Source: an optimization exercise on an open RTL-to-GDS flow (aim: small area, a short achievable clock period and few clock cycles). Production flows keep margins and buffers that such runs may drop.
In this exercise RTL edits were held to simulation tests only and were not proved equivalent to the original.
No activity file was given, so power comes from the tool's default toggle rates.

## design/flow/config.mk

```make
export PLATFORM = sky130hd
export DESIGN_NAME = RSA_ALGORITHM
export DESIGN_NICKNAME = RSA_ALGORITHM
export VERILOG_FILES = /design/flow/design.v
export SDC_FILE = /design/flow/constraint.sdc
export NUM_CORES = 4
export LEC_CHECK = 0
export ABC_CLOCK_PERIOD_IN_PS = 5000
export CAP_MARGIN = 30
export CELL_PAD_IN_SITES_DETAIL_PLACEMENT = 1
export CELL_PAD_IN_SITES_GLOBAL_PLACEMENT = 2
export CORE_MARGIN = 2
export CORE_UTILIZATION = 30
export PLACE_DENSITY = 0.36
export SLEW_MARGIN = 50
export SYNTH_HIERARCHICAL = 1
```

## design/flow/constraint.sdc

```tcl
create_clock -name core_clock -period 22.0 [get_ports {clk}]
set_input_delay 4.4000 -clock core_clock [delete_from_list [all_inputs] [get_ports {clk}]]
set_output_delay 4.4000 -clock core_clock [all_outputs]
set_load 0.01 [all_outputs]
```

## design/flow/design.v

```verilog
module mm_tree #(parameter J = 6, parameter W = 264) (
    input [J-1:0] a,
    input [J-1:0] q,
    input [W-1:0] s,
    input [W-1:0] c,
    input cin,
    input [W-1:0] b,
    input [W-1:0] n,
    input [W-1:0] bn,
    output [W-1:0] so,
    output [W-1:0] co,
    output [J-1:0] ls,
    output [J-1:0] lc
);
    localparam WT = W + J;
    localparam NV = J + 2;
    wire [WT-1:0] v [0:NV-1];
    assign v[0] = {{J{1'b0}}, s};
    assign v[1] = {{J{1'b0}}, c};
    genvar t;
    generate for (t = 0; t < J; t = t + 1) begin : pp
        wire [W-1:0] sel = a[t] ? (q[t] ? bn : b) : (q[t] ? n : {W{1'b0}});
        if (t == 1)
            assign v[2+t] = {{(J-t){1'b0}}, sel, 1'b0} | {{(WT-1){1'b0}}, cin};
        else
            assign v[2+t] = ({{J{1'b0}}, sel} << t);
    end endgenerate
    function [2*WT-1:0] csa;
        input [WT-1:0] x, y, z;
        begin
            csa[WT-1:0] = x ^ y ^ z;
            csa[2*WT-1:WT] = {(x[WT-2:0] & y[WT-2:0]) | (x[WT-2:0] & z[WT-2:0]) |
                              (y[WT-2:0] & z[WT-2:0]), 1'b0};
        end
    endfunction
    wire [WT-1:0] r1a, r1b, r1c, r1d;
    wire [WT-1:0] r2a, r2b, r2c, r2d;
    wire [WT-1:0] r3a, r3b;
    wire [WT-1:0] r4a, r4b;
    generate if (J == 6) begin : t6
        assign {r1b, r1a} = csa(v[0], v[1], v[2]);
        assign {r1d, r1c} = csa(v[3], v[4], v[5]);
        assign {r2b, r2a} = csa(r1a, r1b, r1c);
        assign {r2d, r2c} = csa(r1d, v[6], v[7]);
        assign {r3b, r3a} = csa(r2a, r2b, r2c);
        assign {r4b, r4a} = csa(r3a, r3b, r2d);
    end else begin : tlin
        wire [WT-1:0] ls_ [0:NV-2];
        wire [WT-1:0] lc_ [0:NV-2];
        assign ls_[0] = v[0];
        assign lc_[0] = v[1];
        genvar i;
        for (i = 0; i < NV - 2; i = i + 1) begin : lin
            assign {lc_[i+1], ls_[i+1]} = csa(ls_[i], lc_[i], v[i+2]);
        end
        assign r4a = ls_[NV-2];
        assign r4b = lc_[NV-2];
    end endgenerate
    assign so = r4a[WT-1:J];
    assign co = r4b[WT-1:J];
    assign ls = r4a[J-1:0];
    assign lc = r4b[J-1:0];
endmodule
module cpa #(parameter W = 258) (
    input [W-1:0] a,
    input [W-1:0] b,
    input cin,
    output [W-1:0] y
);
    wire [W:0] sum = {a, 1'b1} + {b, cin};
    assign y = sum[W:1];
endmodule
module RSA_ALGORITHM(
    input clk,
    input reset,
    input [255:0] Encryption_key,
    input [127:0] Prime_Number1,
    input [127:0] Prime_Number2,
    input [255:0] MESSAGE,
    input data_rdy,
    output [255:0] ENCRY_DATA,
    output reg ENCRY_RDY
);
    localparam J  = 6;              
    localparam MD = 44;             
    localparam RB = J * MD;         
    localparam W  = RB;             
    localparam PD = (128 + J - 1) / J;   
    localparam PB = J * PD;
    localparam K0 = RB + RB / 2;    
    localparam GN = (W + 15) / 16;  
    localparam S_IDLE = 0, S_CHK = 1, S_TPASS = 2, S_TCONV = 3, S_LT = 4,
               S_GCD = 5, S_GEND = 6, S_NPASS = 7, S_NCONV = 8, S_NSAVE = 9,
               S_NT = 10, S_NTC = 11, S_R2I = 12, S_R2 = 13, S_R2F = 14,
               S_R2E = 15, S_BNC = 16, S_MM = 17, S_CONV = 18, S_RED = 19,
               S_REDF = 20, S_OUT = 21, S_FAIL = 22, NS = 23;
    localparam OP_TOM = 3'd0, OP_SQ = 3'd1, OP_MUL = 3'd2, OP_FROM = 3'd3,
               OP_PRE = 3'd4;
    reg [NS-1:0] st;
    reg [2:0] op;
    reg [8:0] cnt;
    reg [255:0] Re;       
    reg [RB-1:0] Rm;      
    reg [127:0] Rp;       
    reg [PB-1:0] Rq;      
    reg [W-1:0] Rn;       
    reg [W-1:0] X;        
    reg [W-1:0] Ss;       
    reg [W-1:0] Sc;
    reg [J-1:0] Ls;       
    reg [J-1:0] Lc;
    reg [W-1:0] BN;       
    reg [J-1:0] dig;      
    reg [J-1:0] dig2;     
    reg [J-1:0] ab;       
    reg [8:0] al;         
    reg [8:0] be;
    reg norm;             
    reg cv;               
    reg inv_r;            
    reg lnzr;             
    assign ENCRY_DATA = Re;
    wire mont = st[S_MM];
    wire [J:0] lsum = {1'b0, Ls} + {1'b0, Lc};
    wire lcar = lsum[J];                
    wire [J-1:0] qd = mont ? (Ss[J-1:0] + Sc[J-1:0] + ab + {{(J-1){1'b0}}, lnzr}) : {J{1'b0}};
    wire [W-1:0] dso;
    wire [W-1:0] dco;
    wire [J-1:0] dls;
    wire [J-1:0] dlc;
    mm_tree #(.J(J), .W(W)) tree (
        .a(dig), .q(qd), .s(Ss), .c(Sc), .cin(lcar), .b(X), .n(Rn), .bn(BN),
        .so(dso), .co(dco), .ls(dls), .lc(dlc));
    wire rneg = Rn[W-1];
    wire [W-1:0] I1 = cv ? Ss : Rn;
    wire [W-1:0] I2 = cv ? Sc : (X ^ {W{inv_r}});
    wire [W-1:0] Y;
    cpa #(.W(W)) add (.a(I1), .b(I2), .cin(cv ? lcar : inv_r), .y(Y));
    wire [1:0] gn_b = !Rn[0] ? (Rn[1] ? Rn[2:1] : Rn[3:2]) : Y[3:2];
    wire [1:0] gn_a = (Rn[0] && (be < al)) ? Rn[1:0] : X[1:0];
    wire gn_inv = ((gn_b + gn_a) != 2'd0);
    wire yneg = Y[W-1];
    wire [5:0] nidx = cnt[5:0] + 6'd2;
    wire [J*(MD+2)-1:0] xpad = {{(2*J){1'b0}}, X};
    wire [J-1:0] xdig = xpad[J*nidx +: J];
    reg [J-1:0] ndig2;
    always @(*) begin
        case (op)
            OP_SQ, OP_PRE: ndig2 = xdig;
            OP_FROM: ndig2 = {J{1'b0}};
            default: ndig2 = Rm[3*J-1:2*J];
        endcase
    end
    wire [2*J-1:0] nab = dig2 * X[J-1:0];
    reg [J-1:0] d0;
    reg [J-1:0] d1;
    always @(*) begin
        case (op)
            OP_SQ, OP_PRE: begin d0 = X[J-1:0]; d1 = X[2*J-1:J]; end
            OP_FROM: begin d0 = {{(J-1){1'b0}}, 1'b1}; d1 = {J{1'b0}}; end
            default: begin d0 = Rm[J-1:0]; d1 = Rm[2*J-1:J]; end
        endcase
    end
    wire [2*J-1:0] nab0 = d0 * X[J-1:0];
    reg [J-1:0] nprime;
    always @(*) begin
        case (Rn[J-1:1])
            5'd0: nprime = 6'd63;
            5'd1: nprime = 6'd21;
            5'd2: nprime = 6'd51;
            5'd3: nprime = 6'd9;
            5'd4: nprime = 6'd7;
            5'd5: nprime = 6'd29;
            5'd6: nprime = 6'd59;
            5'd7: nprime = 6'd17;
            5'd8: nprime = 6'd15;
            5'd9: nprime = 6'd37;
            5'd10: nprime = 6'd3;
            5'd11: nprime = 6'd25;
            5'd12: nprime = 6'd23;
            5'd13: nprime = 6'd45;
            5'd14: nprime = 6'd11;
            5'd15: nprime = 6'd33;
            5'd16: nprime = 6'd31;
            5'd17: nprime = 6'd53;
            5'd18: nprime = 6'd19;
            5'd19: nprime = 6'd41;
            5'd20: nprime = 6'd39;
            5'd21: nprime = 6'd61;
            5'd22: nprime = 6'd27;
            5'd23: nprime = 6'd49;
            5'd24: nprime = 6'd47;
            5'd25: nprime = 6'd5;
            5'd26: nprime = 6'd35;
            5'd27: nprime = 6'd57;
            5'd28: nprime = 6'd55;
            5'd29: nprime = 6'd13;
            5'd30: nprime = 6'd43;
            5'd31: nprime = 6'd1;
            default: nprime = {J{1'b0}};
        endcase
    end
    wire pq_ok = Rp[0] && Rq[0] && (|Rp[127:1]) && (|Rq[127:1]);
    wire e_ok = Re[0] && (|Re[255:1]);
    wire a_unit = (X[W-1:1] == {(W-1){1'b0}} || X[W-1:1] == {(W-1){1'b1}}) && X[0];
    wire b_zero = ~|Rn;
    wire e_rest = |Re[254:0];
    wire [GN*16-1:0] rnpad = {{(GN*16-W){1'b0}}, Rn};
    reg [4:0] grp;
    reg [3:0] grpe;
    integer k;
    always @(*) begin
        grp = 5'd0;
        grpe = 4'd0;
        for (k = 0; k < GN; k = k + 1)
            if (|rnpad[16*k +: 16]) grp = k[4:0];
        for (k = 0; k < 16; k = k + 1)
            if (|Re[16*k +: 16]) grpe = k[3:0];
    end
    always @(posedge clk) begin
        if (~reset) begin
            st <= {{(NS-1){1'b0}}, 1'b1};
            ENCRY_RDY <= 1'b0;
            norm <= 1'b0;
        end else begin
            ENCRY_RDY <= 1'b0;
            cv <= 1'b0;
            inv_r <= 1'b0;
            if (norm && !Re[255]) Re <= {Re[254:0], 1'b0};
            st <= {NS{1'b0}};
            if (st[S_IDLE]) begin
                Re <= Encryption_key;
                Rm <= {{(RB-256){1'b0}}, MESSAGE};
                Rp <= Prime_Number1;
                Rq <= {{(PB-128){1'b0}}, Prime_Number2};
                norm <= 1'b0;
                if (data_rdy) st[S_CHK] <= 1'b1;
                else st[S_IDLE] <= 1'b1;
            end
            if (st[S_CHK]) begin
                if (pq_ok && e_ok) begin
                    X <= {{(W-128){1'b0}}, Rp[127:1], 1'b0};
                    Ss <= {W{1'b0}};
                    Sc <= {W{1'b0}};
                    Ls <= {J{1'b0}};
                    Lc <= {J{1'b0}};
                    dig <= {Rq[J-1:1], 1'b0};
                    cnt <= 9'd0;
                    st[S_TPASS] <= 1'b1;
                end else
                    st[S_FAIL] <= 1'b1;
            end
            if (st[S_TPASS] | st[S_NPASS]) begin
                Ss <= dso;
                Sc <= dco;
                Ls <= dls;
                Lc <= dlc;
                Rn[PB-1:0] <= {lsum[J-1:0], Rn[PB-1:J]};
                Rq <= {Rq[J-1:0], Rq[PB-1:J]};
                dig <= Rq[2*J-1:J];
                cnt <= cnt + 9'd1;
                if (cnt == PD - 1) begin
                    cv <= 1'b1;
                    st[S_TCONV] <= st[S_TPASS];
                    st[S_NCONV] <= st[S_NPASS];
                end else begin
                    st[S_TPASS] <= st[S_TPASS];
                    st[S_NPASS] <= st[S_NPASS];
                end
            end
            if (st[S_TCONV]) begin
                Rn <= {Y[W-1-PB:0], lsum[J-1:0], Rn[PB-1:J]};
                X <= {{(W-256){1'b0}}, Re};
                al <= {1'b0, grpe, 4'd0} + 9'd16;
                norm <= 1'b1;
                inv_r <= 1'b1;
                st[S_LT] <= 1'b1;
            end
            if (st[S_LT]) begin
                be <= {grp, 4'd0} + 9'd16;
                inv_r <= ((X[1:0] + Rn[1:0]) != 2'd0);
                if (yneg) st[S_FAIL] <= 1'b1;
                else st[S_GCD] <= 1'b1;
            end
            if (st[S_GCD]) begin
                if (b_zero) begin
                    st[S_GEND] <= 1'b1;
                end else begin
                    st[S_GCD] <= 1'b1;
                    inv_r <= gn_inv;
                    if (!Rn[0]) begin
                        if (Rn[1]) begin
                            Rn <= {Rn[W-1], Rn[W-1:1]};
                            be <= be - 9'd1;
                        end else begin
                            Rn <= {{2{Rn[W-1]}}, Rn[W-1:2]};
                            be <= be - 9'd2;
                        end
                    end else begin
                        Rn <= {{2{Y[W-1]}}, Y[W-1:2]};
                        if (be < al) begin
                            X <= Rn;
                            al <= be;
                            be <= al - 9'd1;
                        end else begin
                            be <= be - 9'd1;
                        end
                    end
                end
            end
            if (st[S_GEND]) begin
                if (a_unit) begin
                    X <= {{(W-128){1'b0}}, Rp};
                    Ss <= {W{1'b0}};
                    Sc <= {W{1'b0}};
                    Ls <= {J{1'b0}};
                    Lc <= {J{1'b0}};
                    dig <= Rq[J-1:0];
                    cnt <= 9'd0;
                    st[S_NPASS] <= 1'b1;
                end else
                    st[S_FAIL] <= 1'b1;
            end
            if (st[S_NCONV]) begin
                Rn <= {Y[W-1-PB:0], lsum[J-1:0], Rn[PB-1:J]};
                st[S_NSAVE] <= 1'b1;
            end
            if (st[S_NSAVE]) begin
                Rp <= Rn[127:0];
                Rq <= {{(PB-128){1'b0}}, Rn[255:128]};
                X <= Rn;
                Ss <= {W{1'b0}};
                Sc <= {W{1'b0}};
                Ls <= {J{1'b0}};
                Lc <= {J{1'b0}};
                dig <= nprime;
                st[S_NT] <= 1'b1;
            end
            if (st[S_NT]) begin
                Ss <= dso;
                Sc <= dco;
                Ls <= dls;
                Lc <= dlc;
                cv <= 1'b1;
                st[S_NTC] <= 1'b1;
            end
            if (st[S_NTC]) begin
                Rn <= {Y[W-1-J:0], {J{1'b1}}};
                st[S_R2I] <= 1'b1;
            end
            if (st[S_R2I]) begin
                X <= Rn;
                Rn <= {{(W-1){1'b0}}, 1'b1} << {grp, 4'd1};
                cnt <= K0 - {grp, 4'd0};
                inv_r <= 1'b1;
                st[S_R2] <= 1'b1;
            end
            if (st[S_R2]) begin
                cnt <= cnt - 9'd1;
                if (cnt == 9'd1) begin
                    Rn <= Y;
                    st[S_R2F] <= 1'b1;
                end else begin
                    Rn <= {Y[W-2:0], 1'b0};
                    inv_r <= ~Y[W-1];
                    st[S_R2] <= 1'b1;
                end
            end
            if (st[S_R2F]) begin
                if (rneg) Rn <= Y;
                st[S_R2E] <= 1'b1;
            end
            if (st[S_R2E]) begin
                if (Re[255]) begin
                    norm <= 1'b0;
                    X <= Rn;
                    Rn <= X;
                    op <= OP_PRE;
                    st[S_BNC] <= 1'b1;
                end else
                    st[S_R2E] <= 1'b1;
            end
            if (st[S_BNC]) begin
                BN <= Y;
                Ss <= {W{1'b0}};
                Sc <= {W{1'b0}};
                Ls <= {J{1'b0}};
                Lc <= {J{1'b0}};
                lnzr <= 1'b0;
                cnt <= 9'd0;
                dig <= d0;
                dig2 <= d1;
                ab <= nab0[J-1:0];
                st[S_MM] <= 1'b1;
            end
            if (st[S_MM]) begin
                Ss <= dso;
                Sc <= dco;
                Ls <= dls;
                Lc <= dlc;
                lnzr <= |{dls, dlc};
                cnt <= cnt + 9'd1;
                dig <= dig2;
                dig2 <= ndig2;
                ab <= nab[J-1:0];
                if (op == OP_TOM || op == OP_MUL)
                    Rm <= {Rm[J-1:0], Rm[RB-1:J]};
                if (cnt == MD - 1) begin
                    cv <= 1'b1;
                    st[S_CONV] <= 1'b1;
                end else
                    st[S_MM] <= 1'b1;
            end
            if (st[S_CONV]) begin
                if (op == OP_FROM) begin
                    Rn <= Y;
                    X <= {{(W-261){1'b0}}, Rq[127:0], Rp, 5'd0};
                    cnt <= 9'd6;
                    inv_r <= 1'b1;
                    st[S_RED] <= 1'b1;
                end else begin
                    X <= Y;
                    st[S_BNC] <= 1'b1;
                    if (op == OP_PRE) begin
                        op <= OP_TOM;
                    end else begin
                        if (op == OP_TOM) Rm <= Y;
                        if (op == OP_SQ && Re[255]) begin
                            op <= OP_MUL;
                        end else if (!e_rest) begin
                            op <= OP_FROM;
                        end else begin
                            op <= OP_SQ;
                            Re <= {Re[254:0], 1'b0};
                        end
                    end
                end
            end
            if (st[S_RED]) begin
                Rn <= Y;
                cnt <= cnt - 9'd1;
                if (cnt == 9'd1) begin
                    st[S_REDF] <= 1'b1;
                end else begin
                    inv_r <= ~Y[W-1];
                    X <= {1'b0, X[W-1:1]};
                    st[S_RED] <= 1'b1;
                end
            end
            if (st[S_REDF]) begin
                if (rneg) Rn <= Y;
                st[S_OUT] <= 1'b1;
            end
            if (st[S_OUT]) begin
                Re <= Rn[255:0];
                ENCRY_RDY <= 1'b1;
                st[S_IDLE] <= 1'b1;
            end
            if (st[S_FAIL]) begin
                Re <= 256'd0;
                ENCRY_RDY <= 1'b1;
                st[S_IDLE] <= 1'b1;
            end
        end
    end
endmodule
```

## design/flow/run.sh

```bash
#!/bin/bash
# synth_recipe.tcl (not shown) runs the flow's synth.tcl, then flattens the netlist and writes it again
# the make line also repeats each setting of config.mk as NAME=value (left out here)
make -C /OpenROAD-flow-scripts/flow DESIGN_CONFIG=/design/flow/config.mk WORK_HOME=/design/flow/orfs CLKGATE_MAP_FILE= SYNTH_SCRIPT=/design/flow/synth_recipe.tcl finish
```

==> flow_metrics.env <==
export IMPL_status="complete, no violations"
export IMPL_ys_ff_latch=2193
export IMPL_ir_drop_uv=63.5
export IMPL_place_area_um2=274000
export IMPL_antenna_found_initial=346
export IMPL_max_slew_margin=0.371
export IMPL_period_share=0.439
export IMPL_die_y_um=905
export IMPL_clkTransAtPathRegs_ps=60
export IMPL_crit_arrival_ps=10450
export IMPL_cp_top_family="simple AND/OR/NAND/NOR gates"
export IMPL_max_stage_delay_ps=660
export IMPL_overflow=0
export IMPL_initial_core_util=0.301
export IMPL_grtUsageTotal=0.425
export IMPL_setup_viol=0
export IMPL_setup_tns_ps=0
export IMPL_syn_inst=26553
export IMPL_cts_hold_buf=0
export IMPL_drive_gt1_frac=0.144
export IMPL_worstSetupPathType="reg -> reg"
export IMPL_fmax_mhz=104
export IMPL_io_pin_count=1028
export IMPL_hold_viol_final=0
export IMPL_r2r_slack_ps=12340
export IMPL_slowest_stage="o31ai_4"
export IMPL_wl_per_cell_um=47.7
export IMPL_rsz0062_at_grt="false"
export IMPL_clk_path_buf_depth=4
export IMPL_dpl_hpwl_mm=1400
export IMPL_clkLatencyLatePin_ps=1140
export IMPL_cp_num_buf_inv=6
export IMPL_drt_iter0_drc=35555
export IMPL_hold_class="reg -> reg"
export IMPL_dr_pass1_iters=8
export IMPL_postLayoutCoreUtil=0.352
export IMPL_ant_nets=0
export IMPL_port_buffers=1027
export IMPL_via_per_inst=6.52
export IMPL_numCtsBuffers=335
export IMPL_htreeDepth=5
export IMPL_syn2layout_area_growth_pct=17.2
export IMPL_gp_congestion=1.04
export IMPL_yosysWarnings=8
export IMPL_p_leak_nw=112
export IMPL_worst_pin_slew_ps=944
export IMPL_post_cts_setup_buffers=0
export IMPL_core_area_um2=811000
export IMPL_wl_met1_mm=755
export IMPL_cts_root_buf="clkbuf_16"
export IMPL_drv_cap=0
export IMPL_die_width_um=905
export IMPL_synth_seq_area_share=0.269
export IMPL_required_ps=22790
export IMPL_dieArea_um2=820000
export IMPL_slew_violations=0
export IMPL_synth_edff_count=2163
export IMPL_cp_end_kind="register"
export IMPL_std_cell_rows=331
export IMPL_min_period_ps=9660
export IMPL_async_flop_share=0
export IMPL_post_cts_resized=0
export IMPL_synth_area_per_cell_um2=9.18
export IMPL_final_area_um2=286000
export IMPL_netlist_area_um2=244000
export IMPL_drc=0
export IMPL_clock_skew_ps=125
export IMPL_cts_tree="done"
export IMPL_crit_fanout=91
export IMPL_synthDistinctLibCells=118
export IMPL_grt_max_degree=151
export IMPL_start_kind="register"
export IMPL_grt_pass1_vias=245289
export IMPL_synth_ff_type="edfxtp_1"
export IMPL_top_layer_used="met5"
export IMPL_p_per_area_nw_per_um2=79.3
export IMPL_routed_via_count=248594
export IMPL_fin_nets=29578
export IMPL_wl_met2_mm=739
export IMPL_crit_path_cell_trace="buf_6 > buf_6 > buf_12 > buf_6 > mux2_2 > ha_1 > nand4_1 > nor2_1 > nand2_1 > nor2_1 > nand3_1 > nand4_1 > o21ai_1 > o21ai_2 > buf_4 > a31oi_2 > o31ai_4 > xnor2_1 > buf_4 > nand2_1 > nand2_1 > a21oi_1 > a21boi_0 > a21boi_0"
export IMPL_cts_sinks=2193
export IMPL_grt_first_pass_wirelength_mm=2400
export IMPL_met3_wirelength_mm=199
export IMPL_wirelength_mm=1820
stage by stage:
step / cells / worst slack (ps) / total power, mW / hold slack, ps
after global routing: 38043 / 12250 / 23.3 / 488
final: 38145 / 12340 / 22.7 / 493
after global placement: 37161 / 11400 / 16.3 / 474
after floorplan: 26556 / 4770 / 10.5 / 430
after detailed placement: 37322 / 12410 / 16.6 / 477
after CTS: 37925 / 12420 / 22.3 / 486
routing by layer:
metal / up-vias / track usage
met5: - / 0.00168
met4: 126 / 0.238
met3: 3172 / 0.131
met2: 15428 / 0.604
met1: 132157 / 0.572
li1: 97711 / -
synth_stat cells (153+ instances only):
cell type	n	area (um^2)
mux2i_1	1040	10400
a21boi_0	269	2020
buf_6	183	2060
o21ai_0	1512	7570
nand4_1	461	2880
mux2_2	867	9760
edfxtp_1	2163	65000
xnor2_1	469	4110
a21oi_1	2116	10600
ha_1	338	4230
a22oi_1	938	7040
buf_2	367	1840
nor2_1	1458	5470
clkbuf_1	1904	7150
inv_1	1990	7470
mux2_1	696	7840
fa_1	1595	31900
nand2_1	2945	11100
o221ai_1	265	2320
mux2_4	418	6280
a211o_1	261	2290
nor4_1	324	2030
o21a_1	153	1150
a22o_1	1339	11700
o22ai_1	406	2540
cell families after synthesis:
family,after synthesis,synth area share
AOI/OAI and AO/OA,8425,0.234
adders and majority gates,1933,0.148
and+or+nand+nor,5657,0.100
DFF,2193,0.269
buffers and inverters,4652,0.0798
xor gates and xnor gates,593,0.0213
other,1,0.0000154
muxes,3099,0.148
worst paths after layout:
path	endpoint	from	depth (start not counted)
max	Rn[194]	cv	24
min	st[21]	st[20]	1
max reg2reg	Rn[194]	cv	24
min reg2reg	st[21]	st[20]	1
state kept, by name (all words and copies together), names as in the netlist, 23 cells and up:
name,count
Re,256
Rm,264
Rq,132
st,23
Sc,264
Rp,128
Ss,264
X,264
BN,264
Rn,264
final cells by class:
type	instances	area (um^2)
antenna	183	458
clock buffer	422	8830
clock inverter	181	1940
fill	91559	525000
inverter	1995	7510
multi-input combinational	19711	162000
sequential	2193	65600
tap	10822	13500
timing repair buffer	2638	25500
where the power goes:
group	internal, mW	leakage [nW]	switching, mW
registers	5.02	21.2	0.484
clock network	3.18	5.22	2.56
logic	3.63	85.2	7.79
total	11.8	112	10.8
placed cells by master, fill, tap and decap left out, types with 257 or more instances in the layout:
master           instances
fa_1                  1594
a211o_1                261
clkbuf_16              338
nand4_1                461
xnor2_1                398
o221ai_1               257
buf_4                 1228
a22o_1                1339
mux2_1                 696
ha_1                   335
o21ai_0               1464
mux2i_1               1038
a21oi_1               2100
mux2_4                 418
o22ai_1                398
mux2_2                 867
clkdlybuf4s50_1       1025
inv_1                 1988
nor2_1                1433
edfxtp_1              2163
a21boi_0               266
nor4_1                 262
nand2_1               2939
a22oi_1                937
Testbench counts, summed over its fixed seeds: cycles 121,450.

[separate check: timing with driven ports]
In the flow no input, the clock included, has a driving cell. The finished layout below was timed again as built, in two steps.
Step 1: set_driving_cell puts a clkbuf_16 on clk and a buf_2 on each other input, an assumption about the parent block.
Step 2 also shifts input and output timing later by t, the mid clock arrival at the registers, as if the neighbouring blocks saw the same clock.
Three values: ideal ports, drivers, drivers and shift; two values: the first two.
shift t [ns]: 1.248
setup slack, ns: 12.338 / 12.338 / 12.338
worst setup path at the end: register to register
After both steps this run still meets setup and hold. The setup slack of this run moves by 0.000 ns with the drivers and by 0.000 ns with both steps.
